Background: an optimization exercise with open tools, aiming at small area and a short achievable clock period. Do not read the settings as production practice.
In this exercise RTL edits were held to simulation tests only and were not proved equivalent to the original.

## flow/design.v (module list and top-level ports; edited modules follow where they fit)
// module fpu: 97 lines
// module fpu_add: 28 lines
// module fpu_mul: 1140 lines
module fpu #(
    parameter DATA_WIDTH = 32,
    parameter INST_WIDTH = 1
)(
    input                   i_clk,
    input                   i_rst_n,
    input  [DATA_WIDTH-1:0] i_data_a,
    input  [DATA_WIDTH-1:0] i_data_b,
    input  [INST_WIDTH-1:0] i_inst,
    input                   i_valid,
    output [DATA_WIDTH-1:0] o_data,
    output                  o_valid
);
  // ...
==> flow/flow/run.sh <==
#!/bin/bash
# Standard synthesis, then an inverter clean-up around the full adders
# (flow/netopt.py), then the rest of the standard layout with plain
# buffers on the ports and setup repair aimed beyond the clock period.
set -euo pipefail
R=orfs/results/${FLOW_PLATFORM}/fpu/base
LIB=${FLOW_HOME}/platforms/${FLOW_PLATFORM}/lib/sky130_fd_sc_hd__tt_025C_1v80.lib
bash standard.sh synth > synth.log 2>&1
cp $R/1_2_yosys.v 1_2_yosys_std.v
python3 flow/netopt.py "$LIB" 1_2_yosys_std.v $R/1_2_yosys.v > netopt.log 2>&1
rm -f $R/1_synth.odb $R/1_synth.sdc
export BUFFER_PORTS_ARGS="-buffer_cell sky130_fd_sc_hd__buf_2"
export SETUP_SLACK_MARGIN=${MARGIN:-46}
bash standard.sh finish > layout.log 2>&1
==> flow/flow/netopt.py <==
#!/usr/bin/env python3
"""Remove inverters around full adders in a flat gate-level netlist.

A full adder is self-dual: fa(~a,~b,~c) = ~fa(a,b,c) for both outputs, so a
full-adder cell may be 'flipped' (fed its inputs' complements, it gives its
outputs' complements).  A gate with a complementary cell in the library
(nand2 / and2, xor2 / xnor2, a21oi / a21o, ...) may be swapped for it, which
complements its output.  The script collapses the inverters on internal
nets, chooses flips and swaps that minimise the cell area (one inverter per
net that still needs the complement), and writes the netlist back.
Usage: netopt.py LIBERTY IN.v OUT.v
"""
import re, sys, random
from collections import defaultdict

lib = open(sys.argv[1]).read()
AREA = {c: float(a) for c, a in re.findall(
    r'cell\s*\(\s*"?(sky130_fd_sc_hd__\w+)"?\s*\)\s*\{.*?\n\s*area\s*:\s*([\d.]+)', lib, re.S)}
P = 'sky130_fd_sc_hd__'
PAIRS = [('nand2', 'and2'), ('nor2', 'or2'), ('nand3', 'and3'), ('nor3', 'or3'),
         ('nand4', 'and4'), ('nor4', 'or4'), ('xor2', 'xnor2'), ('xor3', 'xnor3'),
         ('a21oi', 'a21o'), ('o21ai', 'o21a'), ('a22oi', 'a22o'), ('o22ai', 'o22a'),
         ('a211oi', 'a211o'), ('o211ai', 'o211a'), ('a31oi', 'a31o'), ('o31ai', 'o31a'),
         ('a221oi', 'a221o'), ('o221ai', 'o221a'), ('a32oi', 'a32o'), ('o32ai', 'o32a'),
         ('a311oi', 'a311o'), ('o311ai', 'o311a'), ('a2111oi', 'a2111o'), ('o2111ai', 'o2111a'),
         ('a41oi', 'a41o'), ('o41ai', 'o41a'), ('a21boi', 'a21bo'), ('o21bai', 'o21ba'),
         ('nand2b', 'and2b'), ('nor2b', 'or2b'), ('nand3b', 'and3b'), ('nor3b', 'or3b'),
         ('nand4b', 'and4b'), ('nor4b', 'or4b'), ('a2bb2oi', 'a2bb2o'), ('o2bb2ai', 'o2bb2a'),
         ('mux2i', 'mux2')]
COMP = {}
for x, y in PAIRS:
    for s in (0, 1, 2, 4):
        a, b = f'{P}{x}_{s}', f'{P}{y}_{s}'
        if a in AREA and b in AREA:
            COMP[a] = b; COMP[b] = a
# where the same size is missing, use size 1
for x, y in PAIRS:
    for s in (0, 1, 2, 4):
        a = f'{P}{x}_{s}'
        if a in AREA and a not in COMP and f'{P}{y}_1' in AREA: COMP[a] = f'{P}{y}_1'
        b = f'{P}{y}_{s}'
        if b in AREA and b not in COMP and f'{P}{x}_1' in AREA: COMP[b] = f'{P}{x}_1'
# output pin names differ: inverting cells use Y, the others X
def outpin(t):
    return 'Y' if re.search(r'(nand|nor|oi|ai|xnor|mux2i|inv)\w*_\d+$', t.replace(P, '')) and not t.replace(P,'').startswith('xnor') or t.replace(P,'').startswith('xnor') and False else 'X'
def outpin_of(t):
    n = t.replace(P, '').rsplit('_', 1)[0]
    if n.startswith('xnor') or n.startswith('xor'):
        return 'Y' if n.startswith('xnor') else 'X'
    if n in ('mux2i',) or n.startswith('nand') or n.startswith('nor') or n.endswith('oi') or n.endswith('ai') or n.startswith('inv') or n.startswith('clkinv'):
        return 'Y'
    return 'X'
INVA = AREA[P + 'inv_1']

src = re.sub(r"\(\*.*?\*\)", "", open(sys.argv[2]).read(), flags=re.S)
m = re.search(r'\bmodule\s+(\w+)\s*\((.*?)\);(.*)\bendmodule', src, re.S)
head_end = m.start(3)
stmts = [s.strip() for s in m.group(3).split(';')]
cell_re = re.compile(r'^(sky130_fd_sc_hd__\w+)\s+(\S+)\s*\((.*)\)$', re.S)
pin_re = re.compile(r'\.(\w+)\s*\(\s*(.*?)\s*\)\s*(?:,|$)', re.S)
OUTPINS = {'X', 'Y', 'SUM', 'COUT', 'Q', 'Q_N', 'HI', 'LO'}

decls, cells, others = [], [], []
for s in stmts:
    if not s: continue
    cm = cell_re.match(s)
    if cm:
        cells.append([cm.group(1), cm.group(2), [(p, n.strip()) for p, n in pin_re.findall(cm.group(3))]])
    elif re.match(r'^(wire|input|output|inout|reg)\b', s):
        decls.append(s)
    else:
        others.append(s)

portnames = set()
for s in decls:
    if re.match(r'^(input|output|inout)\b', s):
        portnames.add(s.split()[-1])
fixed = set()
for s in others:
    for tok in re.findall(r"\\\S+|[A-Za-z_][\w$]*(?:\s*\[\d+\])?", s):
        fixed.add(tok.replace(' ', ''))
def is_fixed(n):
    return n in fixed or n.split('[')[0].strip() in portnames or "'" in n

def isinv(t): return re.match(P + r'(inv|clkinv)_\d+$', t) is not None
def isfa(t): return re.match(P + r'fa_\d+$', t) is not None

inv_of, inv_cells = {}, set()
for i, (t, n, pins) in enumerate(cells):
    if isinv(t):
        d = dict(pins); a, y = d.get('A'), d.get('Y')
        if a and y and not is_fixed(a) and not is_fixed(y):
            inv_of[y] = a; inv_cells.add(i)
def root(net):
    pol = 0
    while net in inv_of:
        net = inv_of[net]; pol ^= 1
    return net, pol

driver = {}
for i, (t, n, pins) in enumerate(cells):
    if i in inv_cells: continue
    for p, net in pins:
        if p in OUTPINS: driver[net] = i
loads = defaultdict(list)
for i, (t, n, pins) in enumerate(cells):
    if i in inv_cells: continue
    for k, (p, net) in enumerate(pins):
        if p not in OUTPINS and net:
            b, pol = root(net)
            loads[b].append((i, k, pol))

# kind of each movable cell: 1 = full adder (inputs and output flip), 2 = gate swap (output flips)
kind = {}
for i, (t, n, pins) in enumerate(cells):
    if i in inv_cells: continue
    outs = [net for p, net in pins if p in OUTPINS]
    if any(is_fixed(o) for o in outs): continue
    if isfa(t): kind[i] = 1
    elif t in COMP and len(outs) == 1: kind[i] = 2
flip = defaultdict(int)

def ipar(l):  # input parity of load cell l
    return flip[l] if kind.get(l) == 1 else 0
def dpar(b):
    d = driver.get(b)
    return flip[d] if d is not None and d in kind else 0
def net_needs_inv(b):
    fd = dpar(b)
    for (l, k, pol) in loads[b]:
        if pol ^ fd ^ ipar(l): return True
    return False
def cell_area(i):
    t = cells[i][0]
    if kind.get(i) == 2 and flip[i]: t = COMP[t]
    return AREA[t]
def touched(i):
    s = set()
    for p, net in cells[i][2]:
        if p in OUTPINS: s.add(net)
        elif kind[i] == 1 and net: s.add(root(net)[0])
    return s
def local_cost(i, nets):
    return cell_area(i) + INVA * sum(1 for b in nets if net_needs_inv(b))
def total():
    return sum(cell_area(i) for i in kind) + INVA * sum(1 for b in loads if net_needs_inv(b))

movable = list(kind)
tnets = {i: touched(i) for i in movable}
c_start = total()
rng = random.Random(int(__import__("os").environ.get("NETOPT_SEED", "1")))
best = c_start; best_flip = dict(flip)
cur = c_start
T = float(__import__("os").environ.get("NETOPT_T", "2.0"))
for sweep in range(int(__import__("os").environ.get("NETOPT_SWEEPS", "60"))):
    rng.shuffle(movable)
    for i in movable:
        nets = tnets[i]
        c0 = local_cost(i, nets)
        flip[i] ^= 1
        c1 = local_cost(i, nets)
        dc = c1 - c0
        if dc < -1e-9 or (T > 0.05 and rng.random() < pow(2.718, -dc / T) and dc > 1e-9) or (abs(dc) < 1e-9 and rng.random() < 0.3):
            cur += dc
            if cur < best - 1e-9:
                best = cur; best_flip = dict(flip)
        else:
            flip[i] ^= 1
    T *= 0.85
flip = defaultdict(int, best_flip)
# final greedy polish
for _ in range(5):
    for i in movable:
        nets = tnets[i]; c0 = local_cost(i, nets); flip[i] ^= 1
        if local_cost(i, nets) >= c0 - 1e-9: flip[i] ^= 1
c_end = total()
sys.stderr.write(f"netopt: {len(inv_cells)} inverters collapsed; area of movable cells + inverters {c_start:.1f} -> {c_end:.1f} "
                 f"({sum(1 for i in movable if kind[i]==1 and flip[i])} adders flipped, {sum(1 for i in movable if kind[i]==2 and flip[i])} gates swapped)\n")

inv_type = {}
for i in inv_cells:
    t, n, pins = cells[i]
    b, _ = root(dict(pins)['A'])
    if b not in inv_type or AREA[t] > AREA[inv_type[b]]: inv_type[b] = t
new_cells, new_wires = [], []
ninv = 0
for b, lst in loads.items():
    fd = dpar(b)
    nn = None
    for (l, k, pol) in lst:
        x = pol ^ fd ^ ipar(l)
        p, _ = cells[l][2][k]
        if x:
            if nn is None:
                ninv += 1
                nn = f'_ninv{ninv}_'
                new_wires.append(nn)
                new_cells.append((inv_type.get(b, P + 'inv_1'), f'_ninvc{ninv}_', [('A', b), ('Y', nn)]))
            cells[l][2][k] = (p, nn)
        else:
            cells[l][2][k] = (p, b)
for i in movable:
    if kind[i] == 2 and flip[i]:
        t = cells[i][0]; nt = COMP[t]
        op_old, op_new = outpin_of(t), outpin_of(nt)
        cells[i][0] = nt
        cells[i][2] = [((op_new if p == op_old else p), net) for p, net in cells[i][2]]

def esc(n):
    return n + ' ' if n.startswith('\\') else n
out = [src[:head_end]]
out += ['  ' + s + ' ;' for s in decls]
out += [f'  wire {w};' for w in new_wires]
for i, (t, n, pins) in enumerate(cells):
    if i in inv_cells: continue
    out.append(f'  {t} {n} (' + ', '.join(f'.{p}({esc(net)})' for p, net in pins) + ');')
for t, n, pins in new_cells:
    out.append(f'  {t} {n} (' + ', '.join(f'.{p}({esc(net)})' for p, net in pins) + ');')
out += ['  ' + s + ' ;' for s in others]
out.append('endmodule\n')
open(sys.argv[3], 'w').write('\n'.join(out))
sys.stderr.write(f"netopt: {ninv} inverters written\n")
==> flow/standard.sh <==
#!/bin/bash
# synth_recipe.tcl (not shown) runs the flow's synth.tcl, then flattens the netlist and writes it again
# the make line also repeats each setting of config.mk as NAME=value (left out here)
make -C /OpenROAD-flow-scripts/flow DESIGN_CONFIG=/design/flow/config.mk WORK_HOME=/design/flow/orfs CLKGATE_MAP_FILE= SYNTH_SCRIPT=/design/flow/synth_recipe.tcl "${@:-finish}"
==> flow/config.mk <==
export PLATFORM = sky130hd
export DESIGN_NAME = fpu
export DESIGN_NICKNAME = fpu
export VERILOG_FILES = /design/flow/design.v
export SDC_FILE = /design/flow/constraint.sdc
export NUM_CORES = 4
export LEC_CHECK = 0
export ABC_AREA = 1
export CAP_MARGIN = 20
export CORE_MARGIN = 2
export CORE_UTILIZATION = 45
export PLACE_DENSITY = 0.6
export SLEW_MARGIN = 20
export SYNTH_HIERARCHICAL = 1
==> flow/constraint.sdc <==
create_clock -name core_clock -period 70.0 [get_ports {i_clk}]
set_input_delay 14.0000 -clock core_clock [delete_from_list [all_inputs] [get_ports {i_clk}]]
set_output_delay 14.0000 -clock core_clock [all_outputs]
set_load 0.01 [all_outputs]
==> results by group, run 1 <==
Outcome
  – Run status: timing/DRC/antenna clean

Clock tree
  – CTS-repair resized insts: 5
  – CTS Hold Buffers Added: 0
  – CTS tree: done
  – Root Driver: clkbuf_16

Detailed routing
  – Final ANT Viol Nets: 0
  – Drt drc: 0
  – DRT Pass-1 Iters: 6
  – 1st-iter DRT viols: 2392
  – Met3 WL post-DR: 7380 µm

Finish
  – Final nets: 3798
  – Largest regs: o_data_r: 32 flops, o_valid_r: 1 flops
  – Area of the multi-input gates: 20500 µm²
  – Post-layout util: 48.0%

STA
  – Pins Over Slew Limit: 0
  – Tcrit/Tclk final: 33.5%
  – Unrepaired setup endpoints after global routing: yes
  – Final setup vio count: 0
  – Final WS setup: 46.53 ns

Die
  – Die area: 53800 µm²
  – Chip width: 232 µm
  – Die Y-Extent: 232 µm

Flow run
  – Maxcap violations: 0

Global route
  – Vias in the first global route: 24.4k
  – Largest net degree at the start of global routing: 89

Synth
  – Synth Cell Area: 23400 µm²

Worst setup path
  – CP bufs+invs: 9
  – Crit path max-delay cell type: fa_1

Placed design
  – DP HPWL: 71000 µm
==> inputs of run 2 (changes only) <==
--- a/flow/flow/netopt.py
+++ b/flow/flow/netopt.py
@@ -86,2 +86,3 @@
 def isfa(t): return re.match(P + r'fa_\d+$', t) is not None
+def isxor(t): return re.match(P + r'x(n)?or[23]_\d+$', t) is not None and t in COMP
 
@@ -91,3 +92,3 @@
         d = dict(pins); a, y = d.get('A'), d.get('Y')
-        if a and y and not is_fixed(a) and not is_fixed(y):
+        if a and y and not is_fixed(y) and "'" not in a:
             inv_of[y] = a; inv_cells.add(i)
@@ -127,2 +128,3 @@
     return flip[d] if d is not None and d in kind else 0
+xorcells = set(i for i, c in enumerate(cells) if i not in inv_cells and isxor(c[0]))
 def net_needs_inv(b):
@@ -130,2 +132,3 @@
     for (l, k, pol) in loads[b]:
+        if l in xorcells: continue
         if pol ^ fd ^ ipar(l): return True
@@ -185,2 +188,3 @@
 new_cells, new_wires = [], []
+xpar = defaultdict(int)
 ninv = 0
@@ -192,2 +196,6 @@
         p, _ = cells[l][2][k]
+        if l in xorcells:
+            xpar[l] ^= x
+            cells[l][2][k] = (p, b)
+            continue
         if x:
@@ -201,3 +209,10 @@
             cells[l][2][k] = (p, b)
+for i in xorcells:
+    if xpar[i] ^ (flip[i] if kind.get(i) == 2 else 0):
+        t = cells[i][0]; nt = COMP[t]
+        op_old, op_new = outpin_of(t), outpin_of(nt)
+        cells[i][0] = nt
+        cells[i][2] = [((op_new if p == op_old else p), net) for p, net in cells[i][2]]
 for i in movable:
+    if i in xorcells: continue
     if kind[i] == 2 and flip[i]:
==> results by group, run 2 <==
Global route
  – Vias in the first global route: 24.3k (-0.39%)
  – GRT Resource Usage Total: 33.9%
  – Overflow after GRT: 0
  – Initial antenna violation count: 2
  – Wire length of the first global-routing pass: 140000 µm
  – Largest net degree at the start of global routing: 60 (-33%)

STA
  – Fin. Hold Viols: 0
  – Tcrit/Tclk final: 33.5% (-0.061 points)
  – Total negative slack: 0 ns
  – Pins Over Slew Limit: 0 (unchanged)
  – Unrepaired setup endpoints after global routing: no
  – Tmin final: 23.43 ns
  – Final WS setup: 46.57 ns (+0.0424 ns)
  – Final setup vio count: 0 (unchanged)
  – Fmax: 0.0427 GHz
  – Max-slew headroom: 22.0%
  – Clk_skew: 0 ns
  – Worst-margin pin slew: 1.17 ns

Detailed routing
  – 1st-iter DRT viols: 2252 (-5.9%)
  – Vias: 24.0k
  – Post-Route WL: around 90000 µm
  – Avg WL per Cell: 23.2 µm
  – Final ANT Viol Nets: 0 (unchanged)
  – Drt drc: 0 (unchanged)
  – DRT Pass-1 Iters: 6 (unchanged)
  – Vias per std cell: 6.13

Worst setup path
  – Crit start category: input pin
  – Critical path type: input pin to flop
  – Crit path max-delay cell type: nand2_1
  – CP peak stage delay: 0.62 ns
  – CP Data Arrival Time: 23.64 ns
  – CP Capture Type: flop
  – Top cell family by delay on the critical path: adder cells
  – Most used cell, CP: nand2_1
  – Worst Path Required: 70.21 ns
  – CP bufs+invs: 7 (-2)
  – CP max FO: 31

Finish
  – Area of the multi-input gates: 20400 µm² (-0.15%)
  – Reg with most FFs: o_data_r
  – Commonest cells after routing, fill and taps aside: 696 x nand2_1, 293 x inv_1, 268 x fa_1, 257 x o22ai_1, 239 x xor2_1
  – Fill count: approximately 5.2k
  – Max reg flops: 32
  – Commonest non-fill, non-tap cell in the layout: nand2_1
  – Share of layout cells above drive strength 1: 8.93%
  – Largest regs: o_data_r: 32 flops, o_valid_r: 1 flops
  – Post-layout util: 47.9% (-0.18 points)
  – Ant. Diodes: 0
  – Layout area overhead: 5.40%
  – Final nets: 3758 (-1.1%)
  – Register area: 826 µm²

Clock tree
  – Root Driver: clkbuf_16
  – CTS max path bufs: 2
  – Clock Sinks: 33
  – Total CTS buffers: 5
  – Clk Latency, worst-skew pair: 0.30 ns
  – CTS tree: done
  – CTS H-tree depth: 2
  – CTS Hold Buffers Added: 0 (unchanged)
  – Reg clk slew, reported paths: 0.06 ns

Placed design
  – Dpl ws: 44.41 ns
  – Buffers on Ports: 100
  – DP HPWL: 66000 µm (-7.1%)
  – Final GP Congestion: around 0.95

Die
  – Cell Rows: 83
  – I/O pin cnt: between 100 and 150
  – Die Y-Extent: 231 µm (-0.33%)
  – Die area: 53500 µm² (-0.65%)
  – Initial core utilization: roughly 45%
  – Core Region: about 50000 µm²
  – Chip width: 231 µm (-0.33%)

Outcome
  – Run status: timing/DRC/antenna clean

Synth
  – Cells after Synth: 3252
  – Yosys warnings: 8
  – Mean Syn Cell Area: 7.15 µm²
  – Synth Cell Area: 23200 µm² (-0.66%)

Flow run
  – Maxcap violations: 0 (unchanged)

Worst hold path
  – HP Class: flop to flop
-- run 2: cell count changes in the layout (fill, tap and decap cells not counted), sizes merged, moves of 3 or more --
| cell | change |
|---|---|
| xor2 | -27 |
| xnor2 | +27 |
| o22a | -7 |
| o22ai | +7 |
| inv | -34 |
| nand2 | -3 |
-- run 2: worst paths after layout --
path | to | startpoint | slack (ns) | cells past startpoint
max reg2reg | o_data_r[0] | o_data_r[0] | 69.23 | 1
max | o_data_r[29] | i_data_b[5] | 46.57 | 39
max in group asynchronous | o_data_r[14] | i_rst_n | 55.65 | 1
min reg2reg | o_data_r[21] | o_data_r[21] | 0.48 | 2
min in group asynchronous | o_data_r[26] | i_rst_n | 13.81 | 1
min | o_data_r[21] | o_data_r[21] | 0.48 | 2
-- run 2: metal layers --
layer / vias up / share of wire [%] / global-route usage, %
li1: 10800 / - / -
met1: 11600 / 39 / 43.0
met2: 1314 / 46 / 56.8
met3: 312 / 8.8 / 5.03
met4: 2 / 5.4 / 15.3
met5: - / 0.012 / 0
-- run 2: per-stage QoR --
stage	cell area, µm²	hold WS, ns	std cells
final	24500	0.477	3906
after global routing	24500	0.498	3906
after CTS	24300	0.482	3902
after detailed placement	24200	0.465	3894
after global placement	24100	0.463	3893
after floorplan	23200	0.509	3253
-- run 2: what timing repair did --
| item | CTS | global route |
|---|---|---|
| buffers inserted | 0 | 3 |
| endpoints found under the setup margin | 22 | 29 |
| gates resized for setup | 5 | 27 |
-- run 2: final cells by class --
type,count,share of cell area [%]
multi-input cells,2703,83.4
repair buffers,161,4.21
flip-flops and latches,33,3.37
well taps,680,3.47
clock buffers,5,0.511
clock inverters,3,0.0919
inverters,321,4.96

[afterwards: timing with drivers on the ports]
No port has a modelled driver above. Below, the same layouts with a new extraction and two added sets of constraints. Step 1 assumes that a clkbuf_16 drives the clock port and a buf_2 every other input. Step 2 also shifts input and output timing later by t, the mid clock arrival at the registers, as if the neighbouring blocks saw the same clock. a / b / c = ideal ports / drivers / drivers and shift; a / b = the first two.
| run | t (ns) | slack for setup (ns) | worst slew at a driven data input, ns |
|---|---|---|---|
| run 1 | 0.302 | 46.529 / 46.535 / 46.233 | 0.07 |
| run 2 | 0.338 | 46.572 / 46.591 / 46.253 | 0.10 |
After both steps setup and hold are still met in every run listed. For run 2, which loses most, drivers alone change the setup slack by +0.019 ns; drivers and shift together by -0.319 ns.
